Source: an optimization exercise on an open RTL-to-GDS flow (aim: small area, a short achievable clock period and few clock cycles). Production flows keep margins and buffers that such runs may drop. Only simulation tests tie the RTL to the original design; equivalence was not proved. No activity file was given, so power comes from the tool's default toggle rates.

**flow/config.mk**
```make
export PLATFORM = sky130hd
export DESIGN_NAME = scc
export DESIGN_NICKNAME = scc
export VERILOG_FILES = /design/flow/design.v
export SDC_FILE = /design/flow/constraint.sdc
export NUM_CORES = 4
export LEC_CHECK = 0
export CAP_MARGIN = 20
export CORE_MARGIN = 2
export CORE_UTILIZATION = 40
export SETUP_SLACK_MARGIN = 0.2
export SLEW_MARGIN = 20
export SYNTH_HIERARCHICAL = 1
export SYNTH_MINIMUM_KEEP_SIZE = 0
```
**flow/constraint.sdc**
```tcl
create_clock -name core_clock -period 12.0 [get_ports {clk}]
set_input_delay 2.4000 -clock core_clock [delete_from_list [all_inputs] [get_ports {clk}]]
set_output_delay 2.4000 -clock core_clock [all_outputs]
set_load 0.01 [all_outputs]
```
**flow/design.v**
```verilog
module rstgate #(parameter W = 1) (
    input rst,
    input [W-1:0] d,
    output [W-1:0] q
);
    assign q = rst ? {W{1'b0}} : d;
endmodule
module pcsel(
    input  [31:0] pc,
    input  [15:0] pc_hi_inc,
    input  [15:0] pc_hi_dec,
    input  [31:0] pc_plus4,
    input  [31:0] pc_other,
    input  [15:0] imm,
    input         take_target,
    input         take_seq,
    output [31:0] pc_next,
    output [31:0] target
);
    wire [16:0] lo = {1'b0, pc[15:0]} + {1'b0, imm};
    wire same = lo[16] == imm[15];
    wire inc  = lo[16] & ~imm[15];
    wire dec  = ~lo[16] & imm[15];
    wire [15:0] hi = ({16{same}} & pc[31:16]) | ({16{inc}} & pc_hi_inc) | ({16{dec}} & pc_hi_dec);
    assign target  = {hi, lo[15:0]};
    assign pc_next = take_target ? target : (take_seq ? pc_plus4 : pc_other);
endmodule
module add32(
    input  [31:0] a,
    input  [31:0] b,
    input         cin,
    output [31:0] s,
    output        c31,
    output        c32
);
    wire [33:0] t = {1'b0, a, cin} + {1'b0, b, cin};
    assign s   = t[32:1];
    assign c32 = t[33];
    assign c31 = s[31] ^ a[31] ^ b[31];
endmodule
module rdport(
    input  [447:0] regs,
    input  [3:0]   ra,
    output [31:0]  q
);
    assign q = (ra < 4'd14) ? regs[ra*32 +: 32] : 32'd0;
endmodule
module fdctl(
    input  [31:0] ins,
    input         fl_cond,       
    input         pend,          
    input         ex_ldw,        
    input  [3:0]  ex_rd,
    input         rdr_now,       
    input         ex_muls,
    input         mem_muls,
    input         override,
    output        fd_go,
    output        issue,
    output        take_target,
    output        take_seq
);
    wire [1:0] cls = ins[31:30];
    wire [2:0] op  = ins[27:25];
    wire [3:0] rn  = ins[20:17];
    wire [3:0] rm  = ins[16:13];
    wire c_alu    = (cls == 2'd1) | ((cls == 2'd0) & ins[29]);
    wire c_alureg = (cls == 2'd1);
    wire c_spec   = (cls == 2'd0) & ~ins[29];
    wire c_mem    = (cls == 2'd2);
    wire c_sys    = (cls == 2'd3);
    wire useA     = c_alu | (c_spec & ((op == 3'd4) | (op == 3'd5))) | c_mem;
    wire d_movf   = c_spec & (op == 3'd6) & ~ins[28];
    wire d_halt   = c_sys & ins[28];
    wire d_br     = c_sys & ~ins[28] & ~ins[27] & (ins[26:25] == 2'd2);
    wire d_b      = c_sys & ~ins[28] & ~ins[27] & (ins[26:25] == 2'd0);
    wire d_bcond  = c_sys & ~ins[28] & ~ins[27] & (ins[26:25] == 2'd1);
    wire d_issue  = c_alu | c_spec | c_mem | d_halt | d_br;
    wire load_use    = ex_ldw & ((useA & (rn == ex_rd)) | (c_alureg & (rm == ex_rd)));
    wire port_b_busy = rdr_now & c_alureg;
    wire branch_wait = (d_bcond & (ex_muls | mem_muls)) | (d_movf & ex_muls);
    wire taken = d_b | (d_bcond & (pend ? ins[15] : fl_cond));
    assign fd_go = ~override & ~load_use & ~port_b_busy & ~branch_wait;
    assign issue = fd_go & d_issue;
    assign take_target = fd_go & taken;
    assign take_seq    = fd_go & ~taken;
endmodule
module scc(
    input clk,
    input rst,
    output halt_f,
    output data_memory_read,
    output data_memory_write,
    input [31:0] instruction_memory_v,
    input [31:0] data_memory_in_v,
    output [31:0] data_memory_out_v,
    output [31:0] data_memory_a,
    output [31:0] programCounter
);
reg [31:0] pc;
reg        halted;
reg [3:0]  nzcv;             
reg        ex_v;
reg        ex_add, ex_sub, ex_and, ex_or, ex_xor, ex_not, ex_mul;
reg        ex_lsl, ex_lsr, ex_pass, ex_movt, ex_movf, ex_savf;
reg        ex_ld, ex_st, ex_br, ex_halt, ex_aluS, ex_mulS;
reg        ex_rdr;           
reg        ex_rd2;           
reg        ex_ph;            
reg        ex_wr;            
reg        ex_wpc;           
reg [3:0]  ex_rd;
reg [31:0] opA, opB;         
reg        fA_q, fB_q;       
reg        mul_started;      
reg        mul_last;         
reg        bprev;
reg  [1:0] bq_n;             
reg        mem_ld, mem_st, mem_we, mem_jmp;
reg        mem_muls;         
reg [3:0]  mem_rd;
reg [31:0] mem_res, mem_data;
assign programCounter    = pc;
assign halt_f            = halted;
assign data_memory_read  = mem_ld;
assign data_memory_write = mem_st;
assign data_memory_a     = mem_res;
assign data_memory_out_v = mem_data;
wire [31:0] ins = instruction_memory_v;
wire [1:0]  cls = ins[31:30];
wire        A   = ins[29];
wire        S   = ins[28];
wire [2:0]  op  = ins[27:25];
wire [3:0]  rd  = ins[24:21];
wire [3:0]  rn  = ins[20:17];
wire [3:0]  rm  = ins[16:13];
wire [15:0] imm = ins[15:0];
wire [31:0] simm = {{16{imm[15]}}, imm};
wire c_aluimm = (cls == 2'd0) & A;
wire c_spec   = (cls == 2'd0) & ~A;
wire c_alureg = (cls == 2'd1);
wire c_alu    = c_aluimm | c_alureg;
wire c_mem    = (cls == 2'd2);
wire c_sys    = (cls == 2'd3);
wire d_mul   = c_alu & (op == 3'd0);
wire d_add   = c_alu & (op == 3'd1);
wire d_sub   = c_alu & (op == 3'd2);
wire d_and   = c_alu & (op == 3'd3);
wire d_or    = c_alu & (op == 3'd4);
wire d_xor   = c_alu & (op == 3'd5);
wire d_not   = c_alu & (op == 3'd6);
wire d_mov   = c_spec & (op == 3'd0);
wire d_movt  = c_spec & (op == 3'd1);
wire d_set   = c_spec & (op == 3'd3);
wire d_lsl   = c_spec & (op == 3'd4);
wire d_lsr   = c_spec & (op == 3'd5);
wire d_savf  = c_spec & (op == 3'd6) & S;
wire d_movf  = c_spec & (op == 3'd6) & ~S;
wire d_pass  = c_spec & ((op == 3'd0) | (op == 3'd2) | (op == 3'd3) | (op == 3'd7));
wire d_ld    = c_mem & ~ins[25];
wire d_st    = c_mem & ins[25];
wire d_halt  = c_sys & S;
wire d_br    = c_sys & ~S & ~ins[27] & (ins[26:25] == 2'd2);
wire d_b     = c_sys & ~S & ~ins[27] & (ins[26:25] == 2'd0);
wire d_bcond = c_sys & ~S & ~ins[27] & (ins[26:25] == 2'd1);
wire d_issue = c_alu | c_spec | c_mem | d_halt | d_br;
wire d_wrd   = c_alu | (c_spec & ~d_savf) | d_ld;
wire useA = c_alu | d_lsl | d_lsr | c_mem;
wire d_rdr = d_st | d_movt | d_savf | d_br;
wire [31:0] rfA, rfB;
wire [31:0] wb_data = mem_ld ? data_memory_in_v : mem_res;
wire        rdr_now = ex_v & ex_rdr & ~ex_ph;
wire [3:0]  rb = rdr_now ? ex_rd : rm;
reg  [31:0] rf[0:13];
wire [31:0] wd_r;
rstgate #(32) wd_gate(.rst(rst), .d(wb_data), .q(wd_r));
integer k;
always @(posedge clk) begin
    for (k = 0; k < 14; k = k + 1)
        if (rst || (mem_we && mem_rd == k[3:0]))
            rf[k] <= wd_r;
end
wire [447:0] rf_flat;
genvar gi;
generate
    for (gi = 0; gi < 14; gi = gi + 1) begin : rf_pack
        assign rf_flat[gi*32 +: 32] = rf[gi];
    end
endgenerate
rdport rdA(.regs(rf_flat), .ra(rn), .q(rfA));
rdport rdB(.regs(rf_flat), .ra(rb), .q(rfB));
wire [31:0] xA = fA_q ? mem_res : opA;
wire [31:0] xB = fB_q ? mem_res : opB;
wire [31:0] xC = (mem_we & (mem_rd == ex_rd)) ? wb_data : rfB;
wire [31:0] bx = ex_sub ? ~xB : xB;
wire [31:0] sum;
wire        c31, ac;
add32 alu_add(.a(xA), .b(bx), .cin(ex_sub), .s(sum), .c31(c31), .c32(ac));
wire an = sum[31];
wire av = c31 ^ ac;
wire az = &(~(xA ^ bx ^ {xA[30:0] | bx[30:0], ex_sub}));
function [31:0] rev32(input [31:0] x);
    integer i;
    for (i = 0; i < 32; i = i + 1) rev32[i] = x[31 - i];
endfunction
wire [31:0] sh_in  = ex_lsl ? rev32(xA) : xA;
wire [31:0] sh_r   = sh_in >> xB[4:0];
wire [31:0] sh_out = ex_lsl ? rev32(sh_r) : sh_r;
wire [31:0] shres  = (|xB[31:5]) ? 32'd0 : sh_out;
wire [31:0] acc   = mul_started ? mem_res : 32'd0;
wire [1:0]  bq    = ~bq_n;
wire        b_one = bq[0] ^ bprev;
wire        b_two = (bq[1] & ~bq[0] & ~bprev) | (~bq[1] & bq[0] & bprev);
wire        b_neg = bq[1];
wire [31:0] b_pp  = b_one ? xA : (b_two ? {xA[30:0], 1'b0} : 32'd0);
wire [31:0] mul_sum;
wire        mul_c31, mul_c32;
add32 mul_add(.a(acc), .b(b_pp ^ {32{b_neg}}), .cin(b_neg), .s(mul_sum), .c31(mul_c31), .c32(mul_c32));
wire        last_after_p0   = (xB[31:1] == 31'd0) || (xB[31:1] == {31{1'b1}});
wire        last_after_step = (xB[31:3] == 29'd0) || (xB[31:3] == {29{1'b1}});
wire [31:0] lres = ({32{ex_and}} & (xA & xB)) |
                   ({32{ex_or}}  & (xA | xB)) |
                   ({32{ex_xor}} & (xA ^ xB)) |
                   ({32{ex_not}} & ~xA);
wire ex_arith = ex_add | ex_sub;
wire [31:0] ex_result =
    ({32{ex_arith}} & sum) |
    lres |
    ({32{ex_lsl | ex_lsr}} & shres) |
    ({32{ex_pass}} & xB) |
    ({32{ex_movt}} & {xB[15:0], xA[15:0]}) |
    ({32{ex_movf}} & {28'd0, nzcv}) |
    ({32{ex_mul}}  & mul_sum);
wire        lz = ~|lres;
wire [3:0]  alu_flags = ex_arith ? {an, az, ac, av} : {lres[31], lz, 2'b00};
wire mem_redirect = mem_jmp;
wire mul_busy     = ex_v & ex_mul & ~mul_last;
wire rd2_busy     = ex_v & ex_rd2 & ~ex_ph;
wire mul_p0       = ex_v & ex_mul & fB_q;
wire ex_hold      = mul_busy | rd2_busy | mul_p0;
wire ex_commit    = ex_v & ~ex_hold & ~mem_redirect;
wire ex_halting   = ex_commit & ex_halt;
wire fa_mem = mem_we & (mem_rd == rn);
wire fb_mem = mem_we & (mem_rd == rm);
wire fa_ex  = ex_wr & (ex_rd == rn);
wire fb_ex  = c_alureg & ex_wr & (ex_rd == rm);
wire [31:0] fwdA = fa_mem ? wb_data : rfA;
wire [31:0] immB = (c_aluimm | c_mem | d_br | d_movt | d_lsl | d_lsr) ? simm :
                   (d_mov ? {16'd0, imm} : (d_set ? 32'hFFFFFFFF : 32'd0));
wire [31:0] fwdB = c_alureg ? (fb_mem ? wb_data : rfB) : immB;
function condf(input [3:0] c, input [3:0] f);    
    case (c)
        4'd0:  condf = f[2];
        4'd1:  condf = ~f[2];
        4'd2:  condf = f[1];
        4'd3:  condf = ~f[1];
        4'd4:  condf = f[3];
        4'd5:  condf = ~f[3];
        4'd6:  condf = f[0];
        4'd7:  condf = ~f[0];
        4'd8:  condf = f[1] & ~f[2];
        4'd9:  condf = ~f[1] | f[2];
        4'd10: condf = (f[3] == f[0]);
        4'd11: condf = (f[3] != f[0]);
        4'd12: condf = ~f[2] & (f[3] == f[0]);
        4'd13: condf = f[2] | (f[3] != f[0]);
        4'd14: condf = 1'b1;
        default: condf = 1'b0;
    endcase
endfunction
wire [3:0] fl   = (ex_v & ex_savf) ? xA[3:0] : nzcv;
wire       pend = d_bcond & ex_v & ex_aluS & (rd[3:1] != 3'b111);
wire       pred = imm[15];
wire fl_cond = condf(rd, fl);
reg        bp_v, bp_pred;
reg  [3:0] bp_cond;
reg [31:0] bp_alt;           
wire       bp_miss = bp_v & (condf(bp_cond, nzcv) != bp_pred);
wire run = ~halted;
wire override = ~run | mem_redirect | bp_miss | ex_hold | ex_halting;
wire fd_go, issue, take_target, take_seq;
fdctl fdctl0(
    .ins(ins), .fl_cond(fl_cond), .pend(pend),
    .ex_ldw(ex_v & ex_ld & ex_wr), .ex_rd(ex_rd), .rdr_now(rdr_now),
    .ex_muls(ex_v & ex_mulS), .mem_muls(mem_muls), .override(override),
    .fd_go(fd_go), .issue(issue), .take_target(take_target), .take_seq(take_seq)
);
wire [31:0] pc_plus4  = pc + 32'd4;
wire [15:0] pc_hi_inc = pc[31:16] + 16'd1;
wire [15:0] pc_hi_dec = pc[31:16] - 16'd1;
wire [31:0] pc_other  = ~run ? pc : (mem_redirect ? wb_data : (bp_miss ? bp_alt : pc));
wire [31:0] pc_target;
wire [31:0] pc_next;
pcsel pcsel0(
    .pc(pc), .pc_hi_inc(pc_hi_inc), .pc_hi_dec(pc_hi_dec), .pc_plus4(pc_plus4),
    .pc_other(pc_other), .imm(imm),
    .take_target(take_target), .take_seq(take_seq),
    .pc_next(pc_next), .target(pc_target)
);
reg  [3:0] nzcv_n;
always @(*) begin
    nzcv_n = nzcv;
    if (ex_commit & ex_savf)
        nzcv_n = xA[3:0];
    else if (ex_commit & ex_aluS)
        nzcv_n = alu_flags;
    else if (mem_muls)
        nzcv_n = {mem_res[31], ~|mem_res, 2'b00};
end
wire ex_load  = ~ex_hold | mem_redirect;
wire ex_v_n   = ex_load ? issue : ex_v;
wire ex_wr_n  = ex_load ? (issue & d_wrd & (rd < 4'd14)) : ex_wr;
wire [44:0] st_n = {ex_commit & ex_mulS, fd_go & pend, pc_next, halted | ex_halting, nzcv_n, ex_v_n, ex_wr_n,
                    ex_commit & ex_ld, ex_commit & ex_st, ex_commit & ex_wr,
                    ex_commit & ex_wpc};
wire [44:0] st_d;
rstgate #(45) st_gate(.rst(rst), .d(st_n), .q(st_d));
always @(posedge clk) begin
    {mem_muls, bp_v, pc, halted, nzcv, ex_v, ex_wr, mem_ld, mem_st, mem_we, mem_jmp} <= st_d;
end
always @(posedge clk) begin
    bp_pred <= pred;
    bp_cond <= rd;
    bp_alt  <= pred ? pc_plus4 : pc_target;
end
always @(posedge clk) begin
    if (!ex_hold) begin
        ex_add  <= d_add | c_mem;        
        ex_sub  <= d_sub | d_br;         
        ex_and  <= d_and;
        ex_or   <= d_or;
        ex_xor  <= d_xor;
        ex_not  <= d_not;
        ex_mul  <= d_mul;
        ex_lsl  <= d_lsl;
        ex_lsr  <= d_lsr;
        ex_pass <= d_pass;
        ex_movt <= d_movt;
        ex_movf <= d_movf;
        ex_savf <= d_savf;
        ex_ld   <= d_ld;
        ex_st   <= d_st;
        ex_br   <= d_br;
        ex_halt <= d_halt;
        ex_rdr  <= d_rdr;
        ex_rd2  <= d_movt | d_savf | d_br;
        ex_ph   <= 1'b0;
        ex_aluS <= c_alu & S & ~d_mul;
        ex_mulS <= d_mul & S;
        ex_wpc  <= (d_wrd & (rd == 4'd15)) | d_br;
        ex_rd   <= rd;
        opA     <= fwdA;
        opB     <= fwdB;
        fA_q    <= fa_ex;
        fB_q    <= fb_ex;
        bq_n    <= ~fwdB[1:0];
        mul_started <= 1'b0;
        mul_last <= 1'b0;
        bprev   <= 1'b0;
    end else if (rd2_busy) begin
        opA   <= xC;
        fA_q  <= 1'b0;
        ex_ph <= 1'b1;
    end else if (mul_p0) begin
        opA   <= xA;
        opB   <= xB;
        fA_q  <= 1'b0;
        fB_q  <= 1'b0;
        bq_n  <= ~xB[1:0];
        mul_last <= last_after_p0;
    end else begin
        opA   <= {xA[29:0], 2'b00};
        opB   <= {{2{xB[31]}}, xB[31:2]};
        fA_q  <= 1'b0;
        fB_q  <= 1'b0;
        bq_n  <= ~xB[3:2];
        mul_started <= 1'b1;
        mul_last <= last_after_step;
        bprev <= xB[1];
    end
end
always @(posedge clk) begin
    mem_rd   <= ex_rd;
    mem_res  <= ex_result;
    mem_data <= xC;
end
endmodule
```
**flow/flow/run.sh**
```bash
#!/bin/bash
set -euo pipefail
bash standard.sh SETUP_SLACK_MARGIN=7.4 finish > flow_make.log 2>&1
```
**flow/standard.sh**
```bash
#!/bin/bash
# synth_recipe.tcl (not shown) runs the flow's synth.tcl, then flattens the netlist and writes it again
# the make line also repeats each setting of config.mk as NAME=value (left out here)
make -C /OpenROAD-flow-scripts/flow DESIGN_CONFIG=/design/flow/config.mk WORK_HOME=/design/flow/orfs CLKGATE_MAP_FILE= SYNTH_SCRIPT=/design/flow/synth_recipe.tcl "${@:-finish}"
```
==> flow_summary.toml, run 1 <==
[cts]
clk_pin_slew_ns = 0.06
htreeDepth = 3
cts_tree = "built"
cts_root_buffer = "clkbuf_16"
cts.sinks = 695
cts_buffers = 79
cts_buffer_depth = 3
insertion_delay_ns = 0.65

[cells_and_area]
finish.instance_area_um2 = 58030
syn_to_final_growth_pct = 19.43
nNetsFinal = 5402
post-route-util_pct = 48.24
final_cell_mix = "583 x mux2i_1, 508 x edfxtp_1, 319 x nand2_1"
drive_above_1_share_pct = 16.79
fill_cells = 11120
multi_input_area_um2 = 28400
layout_commonest_cell = "mux2i_1"
regArea_um2 = 19030

[timing]
fin_setup_tns_ns = 0
finalCriticalPeriod_ns = 4.684
rsz0062_at_grt = "yes"
hold_violations = 0
slew_headroom_pct = 21.93
period_share_pct = 39.04
worst_pin_slew_ns = 1.171
max_freq_ghz = 0.2135
maxSlewViolCount = 0
finalClockSkew_ns = 0.03713
setup_viol = 0

[job]
cap_violations = 0

[die]
io_pins = 165
start_util_pct = 40.39
die_x_um = 352.5
dieHeight_um = 352.5
design.core.area_um2 = 120300
rows = 127
dieArea_um2 = 124300

[synth]
synth_area_um2 = 48590
synth.avg_cell_area_um2 = 9.771
ys_warn_count = 8
synthCells = 4973

[routing]
via_per_inst = 6.629
wl_um = 222700
drtIter0Drc = 6723
ant_nets = 0
drc_errors = 0
avgRoutedWirePerCell_um = 32.61
firstDrtPassIters = 12
num_vias = 45280

[critical_path]
crit_family = "simple AND/OR/NAND/NOR gates"
cpPeakStageDelay_ns = 0.67
worst_ep_arrival_time_ns = 5.28
critPathMaxFanout = 7
critPathMostFrequentCell = "nor2_1"
crit_path_start_kind = "input port"
critical_path_class = "input port to flip-flop"
rr_worst_depth = 15
critPathCaptureType = "flip-flop"
worst-path-stages = 13
cp_num_buf_inv = 5
cp.required_ns = 12.59
crit_chain = "buf_6 -> buf_12 -> mux2_4 -> buf_12 -> buf_2 -> or3b_4 -> clkbuf_16 -> o22ai_1 -> or4_1 -> nor2_1 -> a21oi_1 -> nor2_1 -> nor2_1"
crit_slowest_cell = "a21oi_1"

[power_and_ir_drop]
leakage_nw = 23.23
p_total_mw = 12.24
ir_worst_vdd_mv = 0.1503
power.density_nw_per_um2 = 211.0

[place]
io_buffers = 164
dpl_cell_area_um2 = 51650
dp.final_hpwl_um = 143600
gp_congestion = 1.020

[grt]
grt_antenna_before_repair = 15
grt_pass1_vias = 41340
overflow = 0
grt_pass1_wl_um = 307000
grt_max_degree = 91
grt_use_total_pct = 33.73

[min_path]
min_path_cells = 2
min_path_type = "flip-flop to flip-flop"

[status]
outcome = "complete, no violations"
## state kept, by name, summed over array words and instances, names as in the netlist, 2 cells and up
name and flops:
bp_alt 32, bp_cond 4, bq_n 2, ex_rd 4
mem_data 32, mem_rd 4, mem_res 32, nzcv 4
opA 32, opB 32, pc 32, rf 448
## through the flow
stage	instances	worst slack [ns]	hold WS (ns)
finish	6830	7.316	0.5029
global route	6830	7.277	0.5515
CTS	6732	7.380	0.5013
detailed placement	6503	5.346	0.4874
global placement	6503	5.395	0.4726
floorplan	4973	7.076	0.4547
## worst min-delay path: cells and delay by family (launching register included)
kind	cells	cell delay, ns
AND/OR/NAND/NOR	2	0.14
flip-flops	1	0.32
## what timing repair did
action / CTS / global route
pin swaps: 54 / 66
setup buffers: 66 / 86
resized for setup: 269 / 252
cloned: 18 / 11
hold buffers: 0 / 0
endpoints found under the setup margin: 182 / 114
## power breakdown
group          total (mW)  internal (mW)  switching (mW)
registers            3.79           3.20           0.598
logic                5.98           2.22            3.76
clock network        2.47           1.40            1.07
total                12.2           6.82            5.42
## worst paths after layout
path / to / slack, ns / startpoint
worst min-delay path: ex_ph$_SDFFE_PP0P_ / 0.50 / ex_ph$_SDFFE_PP0P_
worst min register to register: ex_ph$_SDFFE_PP0P_ / 0.50 / ex_ph$_SDFFE_PP0P_
worst max-delay path: opA[1]$_DFF_P_ / 7.32 / instruction_memory_v[13]
worst max register to register: mem_res[31]$_DFF_P_ / 7.37 / mem_res[27]$_DFF_P_
## per-layer routing
layer / vias up / share of wire, % / GRT usage [%]
met2: 3331 / 41 / 48.47
met1: 21990 / 38 / 43.93
met4: 20 / 7.4 / 21.04
met5: - / 0.19 / 1.423
li1: 19210 / - / -
met3: 725 / 13 / 10.31
## cell type report
type	count	share of cell area, %
antenna	1	0.004312
clock buffer	98	3.618
clock inverter	47	0.8409
inverter	188	1.320
multi-input combinational	3700	48.95
sequential	695	32.80
tap	1612	3.476
timing repair buffer	489	9.000
Testbench counts, summed over its fixed seeds: cycles 70,539.
==> run 2, diff against run 1 <==
--- a/flow/design.v
+++ b/flow/design.v
@@ -87,2 +87,12 @@
 endmodule
+module late2(
+    input         sa,
+    input  [31:0] a,
+    input         sb,
+    input  [31:0] b,
+    input  [31:0] rest,
+    output [31:0] y
+);
+    assign y = ({32{sa}} & a) | ({32{sb}} & b) | rest;
+endmodule
 module scc(
@@ -225,4 +235,3 @@
 wire ex_arith = ex_add | ex_sub;
-wire [31:0] ex_result =
-    ({32{ex_arith}} & sum) |
+wire [31:0] ex_other =
     lres |
@@ -231,4 +240,5 @@
     ({32{ex_movt}} & {xB[15:0], xA[15:0]}) |
-    ({32{ex_movf}} & {28'd0, nzcv}) |
-    ({32{ex_mul}}  & mul_sum);
+    ({32{ex_movf}} & {28'd0, nzcv});
+wire [31:0] ex_result;
+late2 res_mux(.sa(ex_arith), .a(sum), .sb(ex_mul), .b(mul_sum), .rest(ex_other), .y(ex_result));
 wire        lz = ~|lres;
@@ -325,2 +335,18 @@
 end
+wire mul_step = ex_hold & ~rd2_busy & ~mul_p0;
+wire [31:0] opA_rest = ({32{~ex_hold & fa_mem}} & wb_data) |
+                       ({32{ex_hold & ~rd2_busy & mul_p0}} & xA) |
+                       ({32{mul_step}} & {xA[29:0], 2'b00});
+wire [31:0] opB_rest = ({32{~ex_hold & c_alureg & fb_mem}} & wb_data) |
+                       ({32{~ex_hold & ~c_alureg}} & immB) |
+                       ({32{rd2_busy}} & opB) |
+                       ({32{ex_hold & ~rd2_busy & mul_p0}} & xB) |
+                       ({32{mul_step}} & {{2{xB[31]}}, xB[31:2]});
+wire [31:0] opA_n, opB_n;
+late2 opA_mux(.sa(~ex_hold & ~fa_mem), .a(rfA), .sb(rd2_busy), .b(xC), .rest(opA_rest), .y(opA_n));
+late2 opB_mux(.sa(~ex_hold & c_alureg & ~fb_mem), .a(rfB), .sb(1'b0), .b(32'd0), .rest(opB_rest), .y(opB_n));
+always @(posedge clk) begin
+    opA <= opA_n;
+    opB <= opB_n;
+end
 always @(posedge clk) begin
@@ -351,4 +377,2 @@
         ex_rd   <= rd;
-        opA     <= fwdA;
-        opB     <= fwdB;
         fA_q    <= fa_ex;
@@ -360,3 +384,2 @@
     end else if (rd2_busy) begin
-        opA   <= xC;
         fA_q  <= 1'b0;
@@ -364,4 +387,2 @@
     end else if (mul_p0) begin
-        opA   <= xA;
-        opB   <= xB;
         fA_q  <= 1'b0;
@@ -371,4 +392,2 @@
     end else begin
-        opA   <= {xA[29:0], 2'b00};
-        opB   <= {{2{xB[31]}}, xB[31:2]};
         fA_q  <= 1'b0;
==> flow/flow/run.sh (replaced) <==
#!/bin/bash
# Own flow: the standard ORFS layout (standard.sh: standard synthesis,
# floorplan, placement, CTS, routing), changed in two settings only:
#  - the port buffers that placement inserts on every input and output are
#    plain buf_4 cells instead of the delay cells ORFS picks by default.
# The SDC (clock period, I/O delays, loads) is the standard flow's, unchanged. make's
# output goes to flow_make.log; every ORFS step writes its own log under
# orfs/logs/.
set -euo pipefail
bash standard.sh SETUP_SLACK_MARGIN=7.6 "BUFFER_PORTS_ARGS=-buffer_cell sky130_fd_sc_hd__buf_4" finish > flow_make.log 2>&1
==> run 2 against run 1 <==
  * Still clean on timing, DRC and antenna
  * Wire length shrank 4.9%
  * Worst hold slack got worse by 0.025 ns
  * Count of clock-buffer cells in the layout rose by 5
  * Cell count is 4.5% lower
  * Critical path type is now flip-flop to flip-flop
  * Critical endpoint is now nzcv[3]$_DFF_P_
  * Highest routed layer unchanged
==> flow_summary.toml, run 2 <==
[status]
outcome = "complete, no violations"

[routing]
wl_um = 211800
firstDrtPassIters = 6
avgRoutedWirePerCell_um = 32.49
drtIter0Drc = 6273
via_per_inst = 6.611
drc_errors = 0
num_vias = 43100
ant_nets = 0

[power_and_ir_drop]
leakage_nw = 22.06
p_total_mw = 11.48
ir_worst_vdd_mv = 0.1198
power.density_nw_per_um2 = 208.5

[die]
start_util_pct = 40.39
design.core.area_um2 = 118400
die_x_um = 349.8
dieArea_um2 = 122300
io_pins = 165
rows = 126
dieHeight_um = 349.8

[critical_path]
r2r-end = "nzcv[3]$_DFF_P_"
critical_path_class = "flip-flop to flip-flop"
worst_ep_arrival_time_ns = 5.13
r2r-start = "fB_q$_SDFFCE_PP0P_"
rr_worst_depth = 20
cp.required_ns = 12.59
crit_path_start_kind = "flip-flop"
rrSetupSlack_ns = 7.46
critPathCaptureType = "flip-flop"
critPathMaxFanout = 22

[cts]
cts_hold_buf = 0
cts.sinks = 695
cts_buffers = 80
htreeDepth = 3
clk_pin_slew_ns = 0.06
insertion_delay_ns = 0.69
cts_tree = "built"
cts_buffer_depth = 3
cts_root_buffer = "clkbuf_16"

[timing]
max_freq_ghz = 0.2204
maxSlewViolCount = 0
period_share_pct = 37.82
slew_headroom_pct = 11.73
worst_pin_slew_ns = 1.324
setup_viol = 0
fin_ws_ns = 7.462
finalCriticalPeriod_ns = 4.538
finalClockSkew_ns = 0.03575
hold_violations = 0
rsz0062_at_grt = "yes"
fin_setup_tns_ns = 0

[synth]
synth.avg_cell_area_um2 = 10.10
ys_warn_count = 8
synth_area_um2 = 47820
synthCells = 4733

[grt]
overflow = 0
grt_use_total_pct = 32.81
grt_pass1_vias = 39600
grt_antenna_before_repair = 10
grt_pass1_wl_um = 290800
grt_max_degree = 78

[cells_and_area]
fill_cells = 11030
drive_above_1_share_pct = 15.77
final_cell_mix = "581 x mux2i_1, 476 x edfxtp_1, 304 x buf_4"
post-route-util_pct = 46.48
nNetsFinal = 5097
syn_to_final_growth_pct = 15.08
largest_register = "rf"
multi_input_area_um2 = 27440
layout_commonest_cell = "mux2i_1"
finish.instance_area_um2 = 55030
regArea_um2 = 18700
largest_register_ffs = 448

[place]
gp_congestion = 1.082
dp.final_hpwl_um = 140100
pre_cts_ws_ns = 6.030
dpl_cell_area_um2 = 50470
io_buffers = 164

[min_path]
hold_start = "ex_ph$_SDFFE_PN0N_"
hold_end = "ex_ph$_SDFFE_PN0N_"
min_path_cells = 2
min_path_type = "flip-flop to flip-flop"

[job]
cap_violations = 0
-- run 2: where the power goes --
part	total, mW	internal (mW)	switching [mW]
Clock	2.61	1.51	1.10
Sequential	3.79	3.17	0.614
Combinational	5.08	1.80	3.28
-- run 2: how the worst max path moves through the flow --
stage                        startpoint            endpoint  slack, ns  cells after the start
3_5_place_dp   instruction_memory_v[19]     opA[21]$_DFF_P_       6.03                      7
6_report             fB_q$_SDFFCE_PP0P_     nzcv[3]$_DFF_P_       7.46                     20
2_1_floorplan   instruction_memory_v[0]  bp_alt[24]$_DFF_P_       7.16                     12
3_3_place_gp   instruction_memory_v[19]     opA[28]$_DFF_P_       6.10                      7
4_1_cts              fB_q$_SDFFCE_PP0P_     nzcv[3]$_DFF_P_       7.60                     20
5_1_grt              fB_q$_SDFFCE_PP0P_     nzcv[3]$_DFF_P_       7.41                     20
-- run 2: stage by stage --
step / cells / hold WS (ns)
4_1_cts: 6476 / 0.4761
3_5_place_dp: 6291 / 0.4679
2_1_floorplan: 4769 / 0.4470
3_3_place_gp: 6291 / 0.4513
6_report: 6520 / 0.4774
5_1_grt: 6515 / 0.4951
-- run 2: critical path, stage by stage (launching register included) --
cell and delay, ns:
edfxtp_1 0.38, buf_4 0.16, buf_4 0.14, bufbuf_16 0.31
mux2i_1 0.28, inv_1 0.22, xnor2_1 0.26, inv_1 0.08
ha_1 0.35, nand2_1 0.15, o21ai_1 0.25, o21ai_4 0.15
o211ai_4 0.29, nor3_2 0.09, o31ai_4 0.28, xor2_1 0.24
nor2_1 0.08, a21oi_2 0.31, a21oi_1 0.12, a21oi_1 0.17
nor2b_1 0.13
-- run 2: area by class of cell --
| type | count | area share, % |
|---|---|---|
| Antenna cell | 5 | 0.02274 |
| Clock buffer | 103 | 4.015 |
| Clock inverter | 46 | 1.032 |
| Inverter | 196 | 1.437 |
| Multi-Input combinational cell | 3521 | 49.86 |
| Sequential cell | 695 | 33.97 |
| Tap cell | 1600 | 3.638 |
| Timing Repair Buffer | 354 | 6.018 |
-- run 2: routing by layer --
| metal | GRT usage, % | vias up | routed length [um] |
|---|---|---|---|
| met1 | 43.48 | 21290 | 83440 |
| li1 | - | 18380 | - |
| met2 | 48.89 | 2863 | 89750 |
| met5 | 0 | - | 21 |
| met3 | 7.394 | 563 | 24260 |
| met4 | 19.51 | 4 | 14340 |
-- run 2: repair_timing --
item	in CTS	in global routing
setup buffers	28	27
pin swaps	8	20
endpoints found under the setup margin	173	97
gates cloned	8	12
resized for setup	109	112
Testbench counts of run 2, summed over its fixed seeds: cycles 70,539.
==> run 3, diff against run 2 <==
--- a/flow/design.v
+++ b/flow/design.v
@@ -35,6 +35,27 @@
 );
-    wire [33:0] t = {1'b0, a, cin} + {1'b0, b, cin};
-    assign s   = t[32:1];
-    assign c32 = t[33];
-    assign c31 = s[31] ^ a[31] ^ b[31];
+    wire [31:0] p = a ^ b;
+    wire [31:0] g0 = (a & b) | {31'd0, p[0] & cin};
+    reg  [31:0] G [0:5];
+    reg  [31:0] P [0:5];
+    integer l, i, j;
+    always @(*) begin
+        G[0] = g0;
+        P[0] = p;
+        for (l = 0; l < 5; l = l + 1) begin
+            for (i = 0; i < 32; i = i + 1) begin
+                j = ((i >> l) << l) - 1;       
+                if (((i >> l) & 1) == 1) begin
+                    G[l+1][i] = G[l][i] | (P[l][i] & G[l][j]);
+                    P[l+1][i] = P[l][i] & P[l][j];
+                end else begin
+                    G[l+1][i] = G[l][i];
+                    P[l+1][i] = P[l][i];
+                end
+            end
+        end
+    end
+    wire [32:0] c = {G[5], cin};
+    assign s   = p ^ c[31:0];
+    assign c31 = c[31];
+    assign c32 = c[32];
 endmodule
==> run 3 against run 2 <==
  * Sequential power is essentially flat
  * Sequential share of layout area grew 0.58 points
  * Clock skew grew 0.021 ns
  * Via count shrank 4.9%
  * Highest routed layer unchanged
==> flow_summary.toml, run 3 <==
[critical_path]
critPathMaxFanout = 11
cpPeakStageDelay_ns = 0.67
crit_path_start_kind = "flip-flop"
critical_path_class = "flip-flop to flip-flop"
worst_ep_arrival_time_ns = 5.07
crit_family = "simple AND/OR/NAND/NOR gates"
crit_slowest_cell = "a221oi_1"
critPathCaptureType = "flip-flop"
cp_num_buf_inv = 3
cp.required_ns = 12.59
crit_chain = "buf_4 -> bufbuf_16 -> mux2i_2 -> inv_1 -> ha_1 -> a221oi_1 -> nand4_1 -> nor4_2 -> nand4_1 -> o31ai_1 -> a31o_2 -> nor2b_1"
critPathMostFrequentCell = "nand4_1"

[cells_and_area]
layout_commonest_cell = "mux2i_1"
largest_register = "rf"
nNetsFinal = 4922
largest_register_ffs = 448
post-route-util_pct = 47.16
fill_cells = 10510
drive_above_1_share_pct = 16.88
syn_to_final_growth_pct = 16.67
final_cell_mix = "583 x mux2i_1, 476 x edfxtp_1, 321 x buf_4"

[timing]
fin_setup_tns_ns = 0
slew_headroom_pct = 13.23
maxSlewViolCount = 0
setup_viol = 0
period_share_pct = 37.34
hold_violations = 0
worst_pin_slew_ns = 1.265
rsz0062_at_grt = "yes"
finalCriticalPeriod_ns = 4.481
finalClockSkew_ns = 0.05660
fin_ws_ns = 7.519
max_freq_ghz = 0.2232

[place]
dp.final_hpwl_um = 133300
gp_congestion = 1.103
pre_cts_ws_ns = 4.612
io_buffers = 164

[grt]
grt_use_total_pct = 32.57
grt_pass1_vias = 37800
overflow = 0
met1_usage_pct = 42.66
grt.met2_usage_pct = 47.13
grt_antenna_before_repair = 13
grt_pass1_wl_um = 278800
grt_max_degree = 89
grtUsageMet3_pct = 9.281
grt-busiest-layer = "met2"

[die]
io_pins = 165
dieHeight_um = 344.4
start_util_pct = 40.42
rows = 124
die_x_um = 344.4
design.core.area_um2 = 114700
dieArea_um2 = 118600

[power_and_ir_drop]
power_frac_clock_pct = 22.2
ir_worst_vdd_mv = 0.1200
pwr-share-comb_pct = 43.8
power.density_nw_per_um2 = 204.5
leakage_nw = 21.84
internal_power_mw = 6.352
seq_power_share_pct = 34.0
p_sw_share_pct = 42.57
switchingPower_mw = 4.708

[cts]
cts_buffer_depth = 3
cts_tree = "built"
clk_pin_slew_ns = 0.06
cts_root_buffer = "clkbuf_16"
cts_hold_buf = 0
insertion_delay_ns = 0.71
cts_buffers = 79
htreeDepth = 3
cts.sinks = 695

[synth]
synthCells = 4496
synth_area_um2 = 46350
ys_warn_count = 11
synth.avg_cell_area_um2 = 10.31

[routing]
avgRoutedWirePerCell_um = 32.47
via_per_inst = 6.557
wl_um = 202900
drtIter0Drc = 5896
drc_errors = 0
num_vias = 40970
ant_nets = 0
firstDrtPassIters = 6

[status]
outcome = "complete, no violations"

[min_path]
min_path_type = "flip-flop to flip-flop"

[job]
cap_violations = 0
run 3: path summary, 6_finish.rpt:
check	startpoint	endpoint	slack, ns	depth (start not counted)
max reg2reg	fB_q$_SDFFCE_PP0P_	nzcv[2]$_DFF_P_	7.52	12
max	fB_q$_SDFFCE_PP0P_	nzcv[2]$_DFF_P_	7.52	12
min	ex_ph$_SDFFE_PN0N_	ex_ph$_SDFFE_PN0N_	0.50	2
min reg2reg	ex_ph$_SDFFE_PN0N_	ex_ph$_SDFFE_PN0N_	0.50	2
run 3: layout make-up:
type / count / area, um2 / area share (%)
Antenna cell: 2 / 5.005 / 0.009256
Clock buffer: 114 / 2230 / 4.123
Clock inverter: 34 / 382.9 / 0.7081
Inverter: 219 / 879.6 / 1.627
Multi-Input combinational cell: 3286 / 26220 / 48.49
Sequential cell: 695 / 18690 / 34.56
Tap cell: 1512 / 1892 / 3.499
Timing Repair Buffer: 385 / 3771 / 6.974
Timing Repair inverter: 1 / 8.758 / 0.01620
run 3: power groups by stage:
stage          clock (mW)  sequential, mW  combinational, mW
6_report             2.45            3.76               4.85
5_1_grt              2.56            3.77               5.04
4_1_cts              2.48            3.69               4.45
3_5_place_dp            0            3.72               4.26
3_3_place_gp            0            3.72               4.23
2_1_floorplan           0            3.49               2.64
run 3: per-stage QoR:
stage | power (mW) | hold slack [ns] | cells | cell area [um2]
4_1_cts | 10.61 | 0.5033 | 6195 | 52760
2_1_floorplan | 6.130 | 0.4547 | 4532 | 46750
3_3_place_gp | 7.954 | 0.4592 | 5998 | 48940
3_5_place_dp | 7.977 | 0.4935 | 5998 | 48940
6_report | 11.06 | 0.5003 | 6248 | 54070
5_1_grt | 11.37 | 0.5647 | 6246 | 54070
run 3: layer usage:
metal  vias to the layer above  routed length, um
li1                      17580                  -
met1                     20050              78760
met2                      2693              84160
met3                       637              24710
met4                        10              15170
met5                         -                 73
run 3: worst register-to-register path, delay by kind of cell (launching register included):
kind,cells,cell delay (ns)
compound gates,3,1.11
simple gates,4,1.27
buf+inv,3,0.74
fa+ha+maj,1,0.26
flops,1,0.40
mux,1,0.61
run 3: what timing repair did:
item,in CTS,in global routing
cloned,12,13
buffers inserted,37,38
pin swaps,21,42
setup endpoints to repair,182,100
resized for setup,141,150
Testbench counts of run 3, summed over its fixed seeds: cycles 70,539.
==> run 4, diff against run 3 <==
--- a/flow/config.mk
+++ b/flow/config.mk
@@ -10,2 +10,4 @@
 export CORE_UTILIZATION = 40
+export CTS_CLUSTER_DIAMETER = 60
+export CTS_CLUSTER_SIZE = 30
 export SETUP_SLACK_MARGIN = 0.2
==> run 4 against run 3 <==
  * Final area down 0.77%
  * Non-clock buffer count down 14
  * Clock skew down 0.014 ns
  * Critical path type is now input port to flip-flop
==> flow_summary.toml, run 4 <==
[power_and_ir_drop]
ir_worst_vdd_mv = 0.1035
leakage_nw = 21.67
power.density_nw_per_um2 = 204.0
p_total_mw = 10.95

[cells_and_area]
layout_commonest_cell = "mux2i_1"
largest_register = "rf"
multi_input_area_um2 = 26090
syn_to_final_growth_pct = 15.78
largest_register_ffs = 448
stdcell_count = 6217
fill_cells = 10550
final_cell_mix = "583 x mux2i_1, 476 x edfxtp_1, 312 x buf_4"
regArea_um2 = 18690
post-route-util_pct = 46.80
drive_above_1_share_pct = 16.53
nNetsFinal = 4899

[min_path]
min_path_cells = 2
hold_start = "ex_ph$_SDFFE_PN0N_"
min_path_type = "flip-flop to flip-flop"
hold_end = "ex_ph$_SDFFE_PN0N_"

[cts]
htreeDepth = 3
cts_hold_buf = 0
cts.sinks = 695
cts_root_buffer = "clkbuf_16"
cts_buffers = 70
cts_buffer_depth = 3
cts_tree = "built"
clk_pin_slew_ns = 0.07
insertion_delay_ns = 0.69

[timing]
worst_pin_slew_ns = 1.129
fin_setup_tns_ns = 0
finalClockSkew_ns = 0.04224
finalCriticalPeriod_ns = 4.463
setup_viol = 0
maxSlewViolCount = 0
max_freq_ghz = 0.2241
period_share_pct = 37.19
hold_violations = 0
rsz0062_at_grt = "yes"
slew_headroom_pct = 24.74

[critical_path]
critical_path_class = "input port to flip-flop"
r2r-end = "nzcv[2]$_DFF_P_"
crit_path_start_kind = "input port"
rr_worst_depth = 12
rrSetupSlack_ns = 7.58
cp.required_ns = 12.54
r2r-start = "fB_q$_SDFFCE_PP0P_"
worst_ep_arrival_time_ns = 5.01
critPathMaxFanout = 8
critPathCaptureType = "flip-flop"

[grt]
overflow = 0
grtUsageMet3_pct = 9.689
grt_antenna_before_repair = 11
grt_max_degree = 89
grt_pass1_wl_um = 279100
met1_usage_pct = 42.66
grt.met2_usage_pct = 47.12
grt_use_total_pct = 32.65
grt-busiest-layer = "met2"
grt_pass1_vias = 37820

[status]
outcome = "complete, no violations"

[routing]
num_vias = 40830
firstDrtPassIters = 7
drtIter0Drc = 5800
via_per_inst = 6.567
avgRoutedWirePerCell_um = 32.39
ant_nets = 0
wl_um = 201400
drc_errors = 0

[die]
dieArea_um2 = 118600
dieHeight_um = 344.4
start_util_pct = 40.42
rows = 124
design.core.area_um2 = 114700
io_pins = 165
die_x_um = 344.4

[place]
dp.cells = 5998
gp_congestion = 1.103
dp.final_hpwl_um = 133300
io_buffers = 164

[synth]
synthCells = 4496
synth.avg_cell_area_um2 = 10.31
ys_warn_count = 11
synth_area_um2 = 46350

[job]
cap_violations = 0
==> run 4: stage by stage <==
stage	instance area (um2)	setup slack (ns)	hold WS (ns)
after detailed placement	48940	4.612	0.4935
final	53660	7.537	0.5044
after CTS	52730	7.580	0.5050
after global placement	48940	4.706	0.4592
after global routing	53650	7.404	0.5681
after floorplan	46750	7.159	0.4547
==> run 4: how the worst max path moves through the flow <==
stage / cells past startpoint / start / to / slack [ns]
after floorplan: 12 / instruction_memory_v[0] / bp_alt[21]$_DFF_P_ / 7.16
after global placement: 10 / instruction_memory_v[15] / opA[26]$_DFF_P_ / 4.71
after detailed placement: 10 / instruction_memory_v[15] / opA[25]$_DFF_P_ / 4.61
after CTS: 12 / instruction_memory_v[0] / bp_alt[18]$_DFF_P_ / 7.58
after global routing: 20 / fB_q$_SDFFCE_PP0P_ / nzcv[0]$_DFF_P_ / 7.40
final: 14 / instruction_memory_v[0] / bp_alt[31]$_DFF_P_ / 7.54
==> run 4: final cells by class <==
cell class              count  area share [%]
multi-input cells        3286           48.63
flip-flops and latches    695           34.82
repair buffers            371           6.639
well taps                1512           3.526
clock buffers              73           3.325
inverters                 219           1.616
clock inverters            56           1.408
diodes                      4         0.01865
repair inverters            1         0.01632
==> run 4: critical path, stage by stage <==
cell and delay [ns]:
buf_8 0.10, ha_4 0.17, fa_2 0.40, a211oi_4 0.25, o21ai_1 0.08, o211ai_1 0.12
and2_4 0.23, o21ai_4 0.07, ha_4 0.25, buf_6 0.14, a222oi_1 0.34, buf_4 0.18
inv_1 0.03, mux2_2 0.24
==> run 4: what timing repair did <==
item,in CTS,in global routing
endpoints found under the setup margin,182,100
gates resized for setup,146,102
setup buffers,39,27
gates cloned,13,7
pin swaps,19,27
==> run 4: power breakdown <==
| part | leakage, nW | switching [mW] | internal (mW) |
|---|---|---|---|
| Combinational | 13.7 | 3.02 | 1.77 |
| Sequential | 6.72 | 0.589 | 3.16 |
| Clock | 1.20 | 1.18 | 1.23 |
==> run 4: routing by layer <==
layer	vias to the layer above	part of all wire [%]
li1	17550	-
met1	19900	39
met2	2717	41
met3	653	12
met4	10	7.6
met5	-	0.034

==> re-timing with driven ports <==
No port has a modelled driver above. Below, the same layouts with a new extraction and two added sets of constraints. Step 1: set_driving_cell puts a clkbuf_16 on clk and a buf_2 on each other input, an assumption about the parent block. Step 2 also shifts input and output timing later by t, the mid clock arrival at the registers, as if the neighbouring blocks saw the same clock. Three values: ideal, step 1, step 2; two values: the first two.
| run | t (ns) | slack for setup (ns) | pins driven straight from the clock port |
|---|---|---|---|
| run 1 | 0.708 | 7.316 / 7.322 / 6.644 | 1 |
| run 2 | 0.745 | 7.462 / 7.462 / 6.854 | 1 |
| run 3 | 0.756 | 7.519 / 7.519 / 6.847 | 1 |
| run 4 | 0.744 | 7.537 / 7.574 / 6.829 | 1 |
After both steps setup and hold are still met in every run listed. For run 4, which loses most, drivers alone change the setup slack by +0.037 ns; drivers and shift together by -0.708 ns.
